What follows belongs to an exercise in optimizing a design on an open flow for small area, a short achievable clock period and few clock cycles per item; a production flow would make more cautious choices. For this run, only the layout was checked, not whether the RTL still works. No activity file was given, so power comes from the tool's default toggle rates.

$ cat flow/design.v
module SHA1_hash (
    input              clk,
    input              nreset,
    input              start_hash,
    input      [31:0]  message_addr,
    input      [31:0]  message_size,
    output     [159:0] hash,
    output reg         done,
    input      [31:0]  port_A_data_out,
    output     [15:0]  port_A_addr
);
localparam [31:0] H0I = 32'h67452301, H1I = 32'hefcdab89, H2I = 32'h98badcfe,
                  H3I = 32'h10325476, H4I = 32'hc3d2e1f0;
localparam [31:0] K0 = 32'h5a827999, K1 = 32'h6ed9eba1, K2 = 32'h8f1bbcdc,
                  K3 = 32'hca62c1d6;
reg        run;         
reg        first;       
reg        lastblk;     
reg        past;        
reg [6:0]  t;           
reg [14:0] rq;          
reg [13:0] raddr;       
reg        c_inc;       
reg        c_ld;        
reg        c_part;      
reg        c_len;       
reg        c_hupd;      
reg        c_hxa, c_hxa2;   
reg        c_ldc, c_ldc2;   
reg        c_ldb;       
reg        c_lda, c_lda2;   
reg [1:0]  c_k, c_k2;   
reg        c_ch, c_maj, c_ch2, c_maj2;  
reg        first2;
reg        c_fin;       
assign port_A_addr = {raddr, 2'b00};
wire start  = !run && !done && start_hash;
wire finish = run && c_fin;
wire run_n  = start || (run && !c_fin);
wire       first_n = !run || (first && t != 7'd81);
wire [6:0] tn = !run ? 7'd76 : (t == 7'd81) ? 7'd0 : t + 7'd1;
wire       ldn = (tn >= 7'd79) || (tn <= 7'd12);
always @(posedge clk or negedge nreset) begin
    if (!nreset) begin
        run    <= 1'b0;
        done   <= 1'b0;
        raddr  <= 14'd0;
        c_hupd <= 1'b0;
        c_hxa2 <= 1'b0;
        c_ldc2 <= 1'b0;
        c_lda2 <= 1'b0;
        c_k2   <= 2'd0;
        c_ch2  <= 1'b0;
        c_maj2 <= 1'b0;
        first2 <= 1'b1;
    end else begin
        c_hxa2 <= (tn >= 7'd79);
        c_ldc2 <= (tn == 7'd79) || (tn == 7'd80);
        c_lda2 <= (tn >= 7'd80);
        c_k2   <= (tn <= 7'd16 || tn >= 7'd79) ? 2'd0 :
                  (tn <= 7'd36) ? 2'd1 : (tn <= 7'd56) ? 2'd2 : 2'd3;
        c_ch2  <= (tn <= 7'd18) || (tn == 7'd81);
        c_maj2 <= (tn >= 7'd39) && (tn <= 7'd58);
        first2 <= first_n;
        run    <= run_n;
        c_hupd <= run_n && (tn >= 7'd76) && (tn <= 7'd80);
        if (finish)
            done <= 1'b1;
        if (start)
            raddr <= message_addr[15:2];
        else if (run && c_inc)
            raddr <= raddr + 14'd1;
    end
end
always @(posedge clk) begin
    t      <= tn;
    c_inc  <= (tn >= 7'd78) || (tn <= 7'd11);
    c_ld   <= ldn;
    c_part <= ldn && (c_ld ? (rq == 15'd1) : (rq == 15'd0));
    c_len  <= (tn == 7'd12) && past;
    c_hxa  <= (tn >= 7'd79);
    c_ldc  <= (tn == 7'd79) || (tn == 7'd80);
    c_ldb  <= (tn == 7'd80);
    c_lda  <= (tn >= 7'd80);
    c_k    <= (tn <= 7'd16 || tn >= 7'd79) ? 2'd0 :
              (tn <= 7'd36) ? 2'd1 : (tn <= 7'd56) ? 2'd2 : 2'd3;
    c_ch   <= (tn <= 7'd18) || (tn == 7'd81);
    c_maj  <= (tn >= 7'd39) && (tn <= 7'd58);
    c_fin  <= (tn == 7'd80) && lastblk;
    first <= first_n;
    if (!run) begin
        rq      <= message_size[16:2];
        lastblk <= 1'b0;
        past    <= 1'b0;
    end else begin
        if (c_ld)
            rq <= rq - 15'd1;
        if (c_ld && c_part)
            past <= 1'b1;
        if (c_ld && c_len)
            lastblk <= 1'b1;
    end
end
wire [31:0] word_in = {port_A_data_out[7:0], port_A_data_out[15:8],
                       port_A_data_out[23:16], port_A_data_out[31:24]};
wire        w_full = !past && !c_part;
reg  [31:0] mword;
always @* begin
    if (w_full)
        mword = word_in;
    else if (c_part)
        case (message_size[1:0])
            2'd0: mword = 32'h80000000;
            2'd1: mword = {word_in[31:24], 24'h800000};
            2'd2: mword = {word_in[31:16], 16'h8000};
            default: mword = {word_in[31:8], 8'h80};
        endcase
    else if (c_len)
        mword = {12'd0, message_size[16:0], 3'b000};
    else
        mword = 32'd0;
end
reg  [31:0] W [0:15];
wire [31:0] wx = W[13] ^ W[8] ^ W[2] ^ W[0];
integer i;
always @(posedge clk) begin
    for (i = 0; i < 15; i = i + 1)
        W[i] <= W[i+1];
    W[15] <= c_ld ? mword : {wx[30:0], wx[31]};
end
reg [31:0] A, B, C, CK, Y, Z;
reg [31:0] Q0, Q1, Q2, Q3, Q4;
assign hash = {Q0, Q1, Q2, Q3, Q4};
wire [31:0] Br = {B[1:0], B[31:2]};    
function [31:0] kof;
    input [1:0] k;
    case (k)
        2'd0: kof = K0;
        2'd1: kof = K1;
        2'd2: kof = K2;
        default: kof = K3;
    endcase
endfunction
wire [31:0] k_lo = kof(c_k);
wire [31:0] k_hi = kof(c_k2);
wire [31:0] kz = {k_hi[31:16], k_lo[15:0]};
function [15:0] f16;
    input ch, maj;
    input [15:0] a, b, c;
    f16 = ch  ? ((a & b) | (~a & c)) :
          maj ? ((a & b) | (a & c) | (b & c)) :
                (a ^ b ^ c);
endfunction
wire [31:0] fy = {f16(c_ch2, c_maj2, A[31:16], Br[31:16], C[31:16]),
                  f16(c_ch,  c_maj,  A[15:0],  Br[15:0],  C[15:0])};
wire [31:0] Ar = {A[1:0], A[31:2]};    
wire [31:0] hx = {first2 ? 16'd0 : c_hxa2 ? A[31:16] : Ar[31:16],
                  first  ? 16'd0 : c_hxa  ? A[15:0]  : Ar[15:0]};
reg  [31:0] hinit;
always @* begin
    case (t[2:0])
        3'd4: hinit = H4I;    
        3'd5: hinit = H3I;
        3'd6: hinit = H2I;
        3'd7: hinit = H1I;
        default: hinit = H0I;  
    endcase
end
wire [31:0] hq = {first2 ? hinit[31:16] : Q4[31:16],
                  first  ? hinit[15:0]  : Q4[15:0]};
wire [31:0] hsum = hq + hx;
wire [31:0] cin  = c_ldc  ? Q2 : Br;
wire [31:0] cin2 = c_ldc2 ? Q2 : Br;
always @(posedge clk) begin
    Z <= CK + W[15];
    CK <= cin2 + kz;
    Y <= fy + Z;
    A <= {c_lda2 ? Q0[31:16] : 16'd0, c_lda ? Q0[15:0] : 16'd0} |
         ({c_lda2 ? 16'd0 : 16'hffff, c_lda ? 16'd0 : 16'hffff} &
          ({A[26:0], A[31:27]} + Y));
    B <= c_ldb ? {Q1[29:0], Q1[31:30]} : A;
    C <= cin;
    if (c_hupd) begin
        Q0 <= hsum;
        Q1 <= Q0;
        Q2 <= Q1;
        Q3 <= Q2;
        Q4 <= Q3;
    end
end
endmodule
$ cat flow/flow/run.sh
#!/bin/bash
# Own flow: the standard layout, but synthesis maps adders without Yosys's
# full-adder extraction and with a delay-driven ABC script (flow/abc_speed.script).
set -euo pipefail
W=$PWD
rm -rf "$W/scripts_own"
cp -r "$FLOW_HOME/scripts" "$W/scripts_own"
cp "$W/flow/abc_speed.script" "$W/scripts_own/abc_speed.script"
bash standard.sh SCRIPTS_DIR="$W/scripts_own" ADDER_MAP_FILE= synth > "$W/synth.log" 2>&1
bash standard.sh > "$W/layout.log" 2>&1
$ cat flow/flow/abc_speed.script
strash
dch
map -D 1800
buffer -c
upsize -c -D 1800
dnsize -c -D 1800
$ cat flow/standard.sh
#!/bin/bash
# synth_recipe.tcl (not shown) runs the flow's synth.tcl, then flattens the netlist and writes it again
# the make line also repeats each setting of config.mk as NAME=value (left out here)
make -C /OpenROAD-flow-scripts/flow DESIGN_CONFIG=/design/flow/config.mk WORK_HOME=/design/flow/orfs CLKGATE_MAP_FILE= SYNTH_SCRIPT=/design/flow/synth_recipe.tcl "${@:-finish}"
$ cat flow/config.mk
export PLATFORM = sky130hd
export DESIGN_NAME = SHA1_hash
export DESIGN_NICKNAME = SHA1_hash
export VERILOG_FILES = /design/flow/design.v
export SDC_FILE = /design/flow/constraint.sdc
export NUM_CORES = 4
export LEC_CHECK = 0
export CAP_MARGIN = 20
export CORE_MARGIN = 2
export CORE_UTILIZATION = 40
export SETUP_SLACK_MARGIN = 3.0
export SLEW_MARGIN = 20
$ cat flow/constraint.sdc
create_clock -name core_clock -period 6.0 [get_ports {clk}]
set_input_delay 1.2000 -clock core_clock [delete_from_list [all_inputs] [get_ports {clk}]]
set_output_delay 1.2000 -clock core_clock [all_outputs]
set_load 0.01 [all_outputs]
==> run summary <==
Setup crit end=Q0[31]; CTS tree=done; Hold Path Depth=0; I/O pin count=276; GR Overflow Total=0; worst setup path start=first2; status=timing/DRC/antenna clean; HPWL after DPL=between 70000 and 80000 microns; Post-Route Skew=around 0.057 ns; wire length on met2=45180 microns; relative slew slack=0.3148; clk sink count=just over 900; final setup violating endpoints=0; Die Area=between 90000 and 100000 sq um; CTS max path bufs=3; Routed WL per cell=roughly 18 microns; Primary FF master, synth=dfxtp_1; CP cell instances=buf_12 > clkinvlp_4 > buf_4 > a21oi_4 > nor2_1 > inv_1 > nand2_1 > inv_1 > nor2_1 > inv_1 > nor2_1 > and3_1 > nand2_1 > o21ai_0 > a2111oi_2 > o21ai_2 > xor2_1; dpl cells=approximately 5300; DRC=0; first-pass GRT wire length=148800 microns; clock root cell=clkbuf_16; synth unique cells=76; Max Used Layer=met5; gr usage total=0.2135; final cell area excluding filler cells=between 40000 and 50000 sq um; htree depth=3; worst hold path type=reg -> reg; Antenna Nets Post-Route=0; Least-Margin Pin Slew=around 1.0 ns; Slowest-stage cell, CP=dfstp_2; antenna violations before repair=1; Starting Density=0.4017; reg2reg start=first2; worst reg-to-reg path cell count=17; Max FO, Critical Path=12; Crit path largest cell delay=0.56 ns; 1st-pass router iterations=6; final wirelength=~100000 microns; core area=approximately 88000 sq um; share of post-route cells with drive strength above 1=0.1393; register area=20500 sq um; Max-Cap Viols=0; synthesized area=around 35000 sq um; Post-synth EDFFs=around 180; Data required, critical path=between 6 and 7 ns; synthesized area per cell=approximately 9 sq um; clock-pin slew on the worst setup and hold paths=0.06 ns; Mapped Cells=about 4000; fin crit share=0.5169; area occupied by multi-input gates=14070 sq um; f_max=between 0.3 and 0.4 GHz; final hold vios=0; FF+latch count, synth=around 930; die width=roughly 300 microns; Die Height=approximately 300 microns; Worst Setup Start Kind=register; Power Density=slightly below 600 nW/um^2; Pleak=~0.019 uW; post-place instance area=39040 sq um; WL met1=~45000 microns; critical path type=reg -> reg; fin cells=5574; Rows=approximately 110; sequential share of the synthesized area=0.5784; 1st-iter DRT viols=approximately 1600; worst path arrival time=~3.5 ns; IO buf count=240; CP Capture Type=register; Pins Over Slew Limit=0; Worst VDD drop=0.0003126 V; gpl congestion=roughly 0.9; RSZ-0062 raised after global routing=yes; via/cell ratio=a little under 5; r2r setup slk=2.90 ns; pin count of the biggest net entering global routing=79; synth warn=2; nets=between 4000 and 5000; area delta synth->final=25.58%; vias in the first global route=~26000; # fillers=8146; cts bufs inserted=between 90 and 100; Async S/R FF share, synth=0.02697; Worst R2R End=Q0[31]; Final min period=just over 3 ns; met3 WL=a little under 5000 microns; Setup TNS Final=0 ns; Clk Latency, worst-skew pair=between 0.6 and 0.7 ns; vias=approximately 27000
## cell usage after synthesis, drive strengths merged, types with 2 or more instances
cell	instances	area (sq um)
a21boi	12	90.09
o21a	9	67.56
a311oi	4	41.29
o41ai	3	48.80
nand2	547	2063
inv	444	1667
o211ai	24	190.2
a21oi	272	1369
edfxtp	175	5255
dfrtp	24	600.6
nand4	22	137.6
and2	15	93.84
o311ai	3	26.28
nor2	662	2539
clkbuf	46	173.9
a211oi	10	75.07
a211o	23	201.4
o31ai	13	107.6
dfxtp	727	14550
xnor2	106	928.4
nor4	10	62.56
a21o	6	45.04
o21ai	351	1798
o2111ai	2	17.52
o21bai	8	60.06
nor3	40	220.2
clkinv	4	15.01
a221oi	8	93.84
a31oi	36	237.7
nand3	72	370.4
a22oi	14	105.1
a31o	2	17.52
o221ai	7	67.56
and3	6	37.54
or2	21	133.9
xor2	164	1470
buf	21	123.9
o22ai	16	106.4
o32ai	2	17.52
## logic make-up (layout without fill, tap and decap cells)
logic type             after synthesis  count (layout)  synth area share
flip-flops                         927             927            0.5784
AND/OR/NAND/NOR                   1397            1397            0.1606
other                                1               4         0.0001061
buffers and inverters              515             980           0.05602
XOR/XNOR                           270             270           0.06788
AO/OA/AOI/OAI                      830             830            0.1367
multiplexers                         1               1         0.0003187
## power by group
part           total (uW)  switching [uW]  internal [uW]  leakage [uW]
sequential           9460            1100           8360       0.00810
combinational       10400            6600           3810       0.00905
clock                5820            2490           3340       0.00152
## flip-flops by register name, indices dropped and copies added (netlist names), 32 cells and up
name,count
Y,32
Q2,32
CK,32
Q4,32
W,512
Q3,32
Z,32
B,32
A,32
Q0,32
Q1,32
C,32
## area by class of cell
| type | instances | share of cell area |
|---|---|---|
| sequential | 927 | 0.4621 |
| multi-input combinational | 2500 | 0.3172 |
| timing repair buffer | 357 | 0.07760 |
| clock buffer | 137 | 0.06096 |
| inverter | 448 | 0.03911 |
| tap | 1165 | 0.03285 |
| clock inverter | 35 | 0.009531 |
| timing repair inverter | 3 | 0.0005358 |
| antenna | 2 | 0.0001128 |
## worst min path at each step
| stage | slack (ns) | endpoint | startpoint |
|---|---|---|---|
| finish | 0.28 | W[3][25] | W[4][25] |
| CTS | 0.28 | W[10][25] | W[11][25] |
| detailed placement | 0.31 | W[11][24] | W[12][24] |
| global route | 0.30 | W[10][25] | W[11][25] |
| floorplan | 0.31 | W[0][0] | W[1][0] |
| global placement | 0.31 | W[6][28] | W[7][28] |
## stage by stage
stage | total power (uW) | setup WS (ns) | hold WS (ns) | util
final | 25690 | 2.898 | 0.2827 | 0.5044
after global routing | 27400 | 2.789 | 0.3000 | 0.5044
after CTS | 24920 | 2.905 | 0.2850 | 0.4902
after detailed placement | 18540 | 2.315 | 0.3121 | 0.4439
after global placement | 18510 | 2.310 | 0.3097 | 0.4439
after floorplan | 15970 | 3.488 | 0.3096 | -
## cell usage in the layout (no fill, tap or decap), types with 14 or more instances in the layout
cell type	instances
nand3_1	65
xor2_1	159
nand2_1	514
buf_4	102
nor3_1	29
dfrtp_1	19
o22ai_1	15
nand2_2	26
dfxtp_1	697
a21oi_2	29
o21ai_0	266
inv_1	416
xnor2_1	106
a22oi_1	14
clkinv_2	14
inv_2	20
o21ai_2	28
a31oi_1	27
clkbuf_8	17
dfxtp_2	23
a211o_1	23
clkdlybuf4s50_1	240
nor2_1	581
o211ai_1	22
nor2_2	67
a21oi_1	239
o21ai_1	46
clkbuf_1	25
edfxtp_1	175
clkbuf_16	95
nand4_1	22
## worst max-delay path: cells and delay by family (launching register included)
kind                      cells  cell delay (ns)
and+or+nand+nor               6             0.56
buffers and inverters         6             0.74
DFF                           1             0.56
xor gates and xnor gates      1             0.16
AOI/OAI and AO/OA             4             0.75
## per-layer routing
| layer | vias to the layer above | global-route usage |
|---|---|---|
| li1 | 13690 | - |
| met1 | 12800 | 0.2866 |
| met2 | 751 | 0.3421 |
| met3 | 199 | 0.03393 |
| met4 | 2 | 0.08932 |
| met5 | - | 0 |
## repair_timing
item / 4_1_cts / 5_1_grt
buffers inserted: 44 / 53
gates resized for setup: 140 / 249
endpoints found under the setup margin: 75 / 74
pin swaps: 32 / 64
gates cloned: 5 / 0
hold buffers: 0 / 0

==> re-timing with driven ports <==
How much do the figures lean on ideal ports? The routed layout below was timed once more, with nothing changed but the port constraints.
Step 1 sets driving cells, clkbuf_16 on the clock port and buf_2 on the other inputs (assumed; they add their load-dependent delay and slew).
Step 2 adds t to the input delays and takes it off the output delays; t is the mean of the earliest and latest rising clock arrival at the registers after step 1. Input paths then give back, and output paths get back, about the clock's delay inside the block.
a / b / c = ideal ports / drivers / drivers and shift; a / b = the first two.
t, ns: 0.724
setup slack, ns: 2.898 / 2.898 / 2.633
worst setup path after step 2: input to register
latest minus earliest clock arrival (ns): 0.057 / 0.057
cell pins on the clock port's net: 1
After both steps setup and hold are still met in this run. For this run, drivers alone change the setup slack by 0.000 ns; drivers and shift together by -0.265 ns.
